This design comes from an exercise in tuning for small area, a short achievable clock period and few clock cycles on the open sky130 flow, not from production work.
RTL that was checked went through simulation tests only; none was proved equivalent to the original.

## run A
// calc_ops
module calc_ops (
    input           clk,
    input           rst,
    input  [47:0]   add_a,
    input           add_empty,
    output          add_rden,
    output [47:0]   add_c,
    output          add_wren,
    input  [47:0]   shl_a,
    input           shl_empty,
    output          shl_rden,
    output [47:0]   shl_c,
    output          shl_wren,
    input  [47:0]   mul_a,
    input           mul_empty,
    output          mul_rden,
    output [47:0]   mul_c,
    output          mul_wren
);
Size in the first run: roughly 3900 cells after synthesis, ~300 flip-flops, roughly 300 I/O pins, roughly 27000 µm² of cells after synthesis.
==> flow/config.mk <==
export PLATFORM = sky130hd
export DESIGN_NAME = calc_ops
export DESIGN_NICKNAME = calc_ops
export VERILOG_FILES = /design/flow/design.v
export SDC_FILE = /design/flow/constraint.sdc
export NUM_CORES = 4
export LEC_CHECK = 0
export ABC_AREA = 1
export CAP_MARGIN = 20
export CORE_MARGIN = 2
export CORE_UTILIZATION = 40
export SLEW_MARGIN = 20
export TNS_END_PERCENT = 0
==> flow/constraint.sdc <==
create_clock -name core_clock -period 11.0 [get_ports {clk}]
set_input_delay 2.2000 -clock core_clock [delete_from_list [all_inputs] [get_ports {clk}]]
set_output_delay 2.2000 -clock core_clock [all_outputs]
set_load 0.01 [all_outputs]
standard.sh (not shown) runs the stock make flow with config.mk's settings and CLKGATE_MAP_FILE= SYNTH_SCRIPT=/design/flow/synth_recipe.tcl, a recipe that flattens the netlist after the stock synthesis.
==> flow/flow/run.sh <==
#!/bin/bash
# Own layout flow: the standard ORFS flow, with the port buffers made of
# sky130_fd_sc_hd__buf_1, a clock tree of fewer, larger leaf clusters and
# timing repair aimed below the clock period (the SDC and the clock period
# are unchanged).  make's full output goes to flow_make.log; ORFS keeps each
# step's log under orfs/logs.
set -euo pipefail
MARGIN=${MARGIN:-8.0}
bash standard.sh \
  "BUFFER_PORTS_ARGS=-buffer_cell sky130_fd_sc_hd__buf_1" \
  "CTS_ARGS=-sink_clustering_enable -repair_clock_nets -sink_clustering_size 20 -sink_clustering_max_diameter 80 -buf_list sky130_fd_sc_hd__clkbuf_16 -dont_use_dummy_load" \
  "SETUP_SLACK_MARGIN=$MARGIN" \
  finish > flow_make.log 2>&1
Having completed the whole flow, run A delivered a layout that passed the timing, design-rule and antenna checks.
Testbench counts of run A, summed over its fixed seeds: cycles 13,821.
For run B, these inputs were changed with respect to run A:
- ABC_CLOCK_PERIOD_IN_PS now 2800, previously not set
- ABC_AREA no longer set, was 1
- CORE_UTILIZATION now 60, was 40
Findings:
- Looking at main combinational cell family by area after synthesis, the simple AND/OR/NAND/NOR gates result is from run A; the compound AO/OA/AOI/OAI gates one comes from run B.
- The depth of the worst register-to-register path of run B is lower than that of run A.
- Delta (run B minus run A): total wire length -18%; setup slack decreased 0.12 ns; routability-driven placement congestion ratio decreased by 4.3% relative to the old numbers.
- Run B vs run A: wire length of the first global-routing pass down
- Against run A as the reference, run B delivers a higher global-route usage.
Changes in run C relative to run B:
- clearing ABC_CLOCK_PERIOD_IN_PS, which used to be 2800
- swapping 60 for 40 in CORE_UTILIZATION
==> notes.md <==
NOTE post-route cell area run B->run C increased slightly. [compare] base=run B new=run C: portion of the clock cycle consumed by the worst path in the final layout did not really move, non-clock inverter count in the final layout higher, core utilization of the finished layout shows a reduction of 21 points, minimum period implied by the final worst setup slack comparable. The higher met2 layer usage reported by global route of run B and run C is in run B. Status: total vias in the final route parity (run C, run B).
--- input diff run C..run D ---
- a change of CORE_UTILIZATION from 40 to 60
==> comparison <==
The lower layout cell share with drive strength beyond 1 of run D and run C is in run D.
Comparing run D against run C, there is no change at all in total setup violations reported at the end of the flow.
~same clock period minus final worst setup slack in run D and run C
Input-level comparison between run E and run D:
- TNS_END_PERCENT removed (was 0)
- CORE_UTILIZATION changed from 60 to 40
--- a/flow/flow/run.sh
+++ b/flow/flow/run.sh
@@ -7,3 +7,3 @@
 set -euo pipefail
-MARGIN=${MARGIN:-8.0}
+MARGIN=${MARGIN:-7.75}
 bash standard.sh \
--- outcome ---
- Run D did not stop at any stage, and its layout met the timing, design-rule and antenna checks.
- The final layout from run E, which completed every stage, passed the timing, design-rule and antenna checks at the end of the flow.
- Number of clock-tree buffers in the layout, run E and run D, lower one = run D.
- Run D and run E ended up with roughly the same number of nets in the synthesized netlist.
- Compared with run D, run E shows placed standard-cell area that has gone up slightly.
- Compared with run D, run E shows fraction of area in registers lower by 1.6 points.
- Compared to run D, run E has highest clock frequency the design can meet 0.0024 GHz lower.
- [run E vs run D] pre-CTS setup slack: lower in run E
- Higher length in cells of the worst reg-to-reg path was reported by run E, not run D.
The following lists how run F was set up differently from run E:
- TNS_END_PERCENT newly set to 0
- CTS_BUF_LIST newly set to sky130_fd_sc_hd__clkbuf_8
==> flow/flow/run.sh <==
#!/bin/bash
# Own layout flow: the standard ORFS flow, with the port buffers made of
# sky130_fd_sc_hd__buf_1 and timing repair aimed below the clock period (the
# SDC and the clock period are unchanged).  make's full output goes to
# flow_make.log; ORFS keeps each step's log under orfs/logs.
set -euo pipefail
MARGIN=${MARGIN:-8.0}
bash standard.sh \
  "BUFFER_PORTS_ARGS=-buffer_cell sky130_fd_sc_hd__buf_1" \
  "SETUP_SLACK_MARGIN=$MARGIN" \
  finish > flow_make.log 2>&1
==> comparison <==
On run F: total clock buffers created by CTS is about 110% higher than what run E gave. Compared with run E, the router placed more vias in run F. In run F, the global routing usage on met1 came out 1.4 points above the value in run E. Going from run E to run F, the pin count of the biggest net entering global routing was found to have gone down by about 1%. Changes observed in run F relative to run E: number of slew-limit violations in the final report level; critical path depth moved down; pre-CTS worst setup slack moved up; layout overhead on the synthesized area moved down. The run showing the greater overall global routing resource usage is run F.


calc_ops, a different RTL version from the one above (not shown whole).
Size: about 2900 cells after synthesis, about 300 I/O pins.
clock: 11.0 ns
lec_check: 0
cap_margin: 20
core_margin: 2
core_utilization: 40
cts_buf_list: sky130_fd_sc_hd__clkbuf_8
slew_margin: 20
==> flow/flow/run.sh <==
#!/bin/bash
# Own layout flow: the standard ORFS flow, with the port buffers made of
# sky130_fd_sc_hd__buf_2 and timing repair aimed below the clock period (the
# SDC and the clock period are unchanged).  make's full output goes to
# flow_make.log; ORFS keeps each step's log under orfs/logs.
set -euo pipefail
MARGIN=${MARGIN:-7.5}
bash standard.sh \
  "BUFFER_PORTS_ARGS=-buffer_cell sky130_fd_sc_hd__buf_1" \
  "SETUP_SLACK_MARGIN=$MARGIN" \
  finish > flow_make.log 2>&1
Testbench counts at the start, summed over its fixed seeds: cycles 13,821.
Next try:
==> flow/run.sh (new file) <==
#!/bin/bash
# synth_recipe.tcl (not shown) runs the flow's synth.tcl, then flattens the netlist and writes it again
# the make line also repeats each setting of config.mk as NAME=value (left out here)
make -C /OpenROAD-flow-scripts/flow DESIGN_CONFIG=/design/flow/config.mk WORK_HOME=/design/flow/orfs CLKGATE_MAP_FILE= SYNTH_SCRIPT=/design/flow/synth_recipe.tcl finish
--- a/flow/config.mk
+++ b/flow/config.mk
@@ -11 +10,0 @@
-export CTS_BUF_LIST = sky130_fd_sc_hd__clkbuf_8
removed: flow/flow/run.sh
removed: flow/standard.sh
Result: The new run went through all stages and came out clean. Worst setup slack degrades by 800 ps. Global-route usage went down by 0.75 points. Utilization went up by 2.5 points. Clock-buffer cell count went down by 18. Fmax went down by 19%. Cell count went down by 1.4%. Worst hold slack improves by 8.4 ps. Die area does not change. Via count went down by 2.7%.
Next try:
==> flow/flow/run.sh (new file) <==
#!/bin/bash
# Own layout flow: the standard ORFS flow, with the port buffers made of
# sky130_fd_sc_hd__buf_2 and timing repair aimed below the clock period (the
# SDC and the clock period are unchanged).  make's full output goes to
# flow_make.log; ORFS keeps each step's log under orfs/logs.
set -euo pipefail
MARGIN=${MARGIN:-8.0}
bash standard.sh \
  "BUFFER_PORTS_ARGS=-buffer_cell sky130_fd_sc_hd__buf_2" \
  "SETUP_SLACK_MARGIN=$MARGIN" \
  finish > flow_make.log 2>&1
==> flow/standard.sh (new file) <==
#!/bin/bash
# synth_recipe.tcl (not shown) runs the flow's synth.tcl, then flattens the netlist and writes it again
# the make line also repeats each setting of config.mk as NAME=value (left out here)
make -C /OpenROAD-flow-scripts/flow DESIGN_CONFIG=/design/flow/config.mk WORK_HOME=/design/flow/orfs CLKGATE_MAP_FILE= SYNTH_SCRIPT=/design/flow/synth_recipe.tcl "${@:-finish}"
removed: flow/run.sh
After rerunning: The changed run finished with timing, DRC and antenna clean. Setup slack improved by 960 ps. Global-route usage climbs by 3.4 points.


fjord:
calc_ops, a different RTL version from the one above (not shown whole).
Size in the first run: roughly 2,900 cells after synthesis, about 300 flip-flops, about 0.027 mm^2 of cells after synthesis.
Settings: LEC_CHECK=0, CAP_MARGIN=20, CORE_MARGIN=2, CORE_UTILIZATION=40, CTS_BUF_LIST=sky130_fd_sc_hd__clkbuf_8, SLEW_MARGIN=20; clock period 11.0 ns.
==> flow/flow/run.sh <==
#!/bin/bash
# Own layout flow: the standard ORFS flow, with the port buffers made of
# sky130_fd_sc_hd__buf_1 and timing repair aimed below the clock period (the
# SDC and the clock period are unchanged).  make's full output goes to
# flow_make.log; ORFS keeps each step's log under orfs/logs.
set -euo pipefail
MARGIN=${MARGIN:-7.5}
bash standard.sh \
  "BUFFER_PORTS_ARGS=-buffer_cell sky130_fd_sc_hd__buf_1" \
  "SETUP_SLACK_MARGIN=$MARGIN" \
  finish > flow_make.log 2>&1
fjord: PASS, flow complete, no timing, DRC or antenna violations
Modified inputs, willow compared to fjord
Settings: an added TNS_END_PERCENT of 5; a deleted CTS_BUF_LIST that had been sky130_fd_sc_hd__clkbuf_8.
==> flow/flow/run.sh <==
#!/bin/bash
# Own layout flow: the standard ORFS flow, with the port buffers made of
# sky130_fd_sc_hd__buf_1, a clock tree of fewer, larger leaf clusters and
# timing repair aimed below the clock period (the SDC and the clock period
# are unchanged).  make's full output goes to flow_make.log; ORFS keeps each
# step's log under orfs/logs.
set -euo pipefail
MARGIN=${MARGIN:-7.8}
bash standard.sh \
  "BUFFER_PORTS_ARGS=-buffer_cell sky130_fd_sc_hd__buf_1" \
  "CTS_ARGS=-sink_clustering_enable -repair_clock_nets -sink_clustering_size 30 -sink_clustering_max_diameter 100 -buf_list sky130_fd_sc_hd__clkbuf_16 -dont_use_dummy_load" \
  "SETUP_SLACK_MARGIN=$MARGIN" \
  finish > flow_make.log 2>&1
## What came out
- willow went all the way through synthesis, placement and routing and the layout is clean on timing, DRC and antenna.
- The layout buffer count excluding clock buffers of willow is higher than that of fjord.
- Changes observed in willow relative to fjord: count of standard-cell rows barely changed, critical path depth dropped 2, share of the core filled with cells dropped 0.18 points, post-detailed-routing wire length climbed 0.78%.
The following lists how garnet was set up differently from willow:
Settings: a change of TNS_END_PERCENT from 5 to 0; an added CTS_BUF_LIST of sky130_fd_sc_hd__clkbuf_8.
==> flow/flow/run.sh <==
#!/bin/bash
# Own layout flow: the standard ORFS flow, with the port buffers made of
# sky130_fd_sc_hd__buf_1 and timing repair aimed below the clock period (the
# SDC and the clock period are unchanged).  make's full output goes to
# flow_make.log; ORFS keeps each step's log under orfs/logs.
set -euo pipefail
MARGIN=${MARGIN:-8.0}
bash standard.sh \
  "BUFFER_PORTS_ARGS=-buffer_cell sky130_fd_sc_hd__buf_1" \
  "SETUP_SLACK_MARGIN=$MARGIN" \
  finish > flow_make.log 2>&1
Notes after the runs:
For the critical path depth in cells, garnet came in 2 higher than willow did. Delta (garnet minus willow): placed cell count held steady; top achievable clock speed went down about 2%; final worst-path setup slack fell 0.068 ns; cell count increased by 1.0% relative to the old numbers. Slack of the worst reg-to-reg path (garnet over willow): decrease, 0.07 ns. garnet ends up with higher synthesis-to-finish area growth than willow does. For met1 usage, willow and garnet come out practically identical.
Function was not checked in any run of this note: the RTL went through the layout flow alone.

-- separate check: timing with driven ports --
Ports are ideal in the flow. The routed layouts listed here were re-timed in OpenROAD. Step 1 assumes that a clkbuf_16 drives the clock port and a buf_2 every other input. Step 2 adds t to the input delays and takes it off the output delays; t is the mean of the earliest and latest rising clock arrival at the registers after step 1. Input paths then give back, and output paths get back, about the clock's delay inside the block. Three values: ideal, step 1, step 2; two values: the first two.
run	shift t [ns]	setup slack, ns	worst data-port slew with drivers (ns)	pins driven straight from the clock port
run A	0.620	7.699 / 7.650 / 7.221	0.05	1
run B	0.613	7.575 / 7.575 / 7.003	0.05	1
run C	0.641	7.573 / 7.559 / 7.039	0.15	1
run D	0.613	7.575 / 7.575 / 7.003	0.05	1
run E	0.645	7.547 / 7.547 / 7.132	0.04	1
run F	0.748	7.537 / 7.475 / 6.887	0.16	1
the first run of note 2	0.758	7.487 / 7.458 / 6.947	0.08	1
the second run of note 2	0.627	6.689 / 6.689 / 6.563	0.05	1
the third run of note 2	0.631	7.647 / 7.588 / 7.438	0.07	1
fjord	0.748	7.474 / 7.474 / 6.858	0.06	1
willow	0.617	7.611 / 7.594 / 7.152	0.08	1
garnet	0.742	7.543 / 7.535 / 6.939	0.08	1
After both steps every run listed still meets setup and hold. For run F, which loses most, drivers alone change the setup slack by -0.062 ns; drivers and shift together by -0.650 ns.
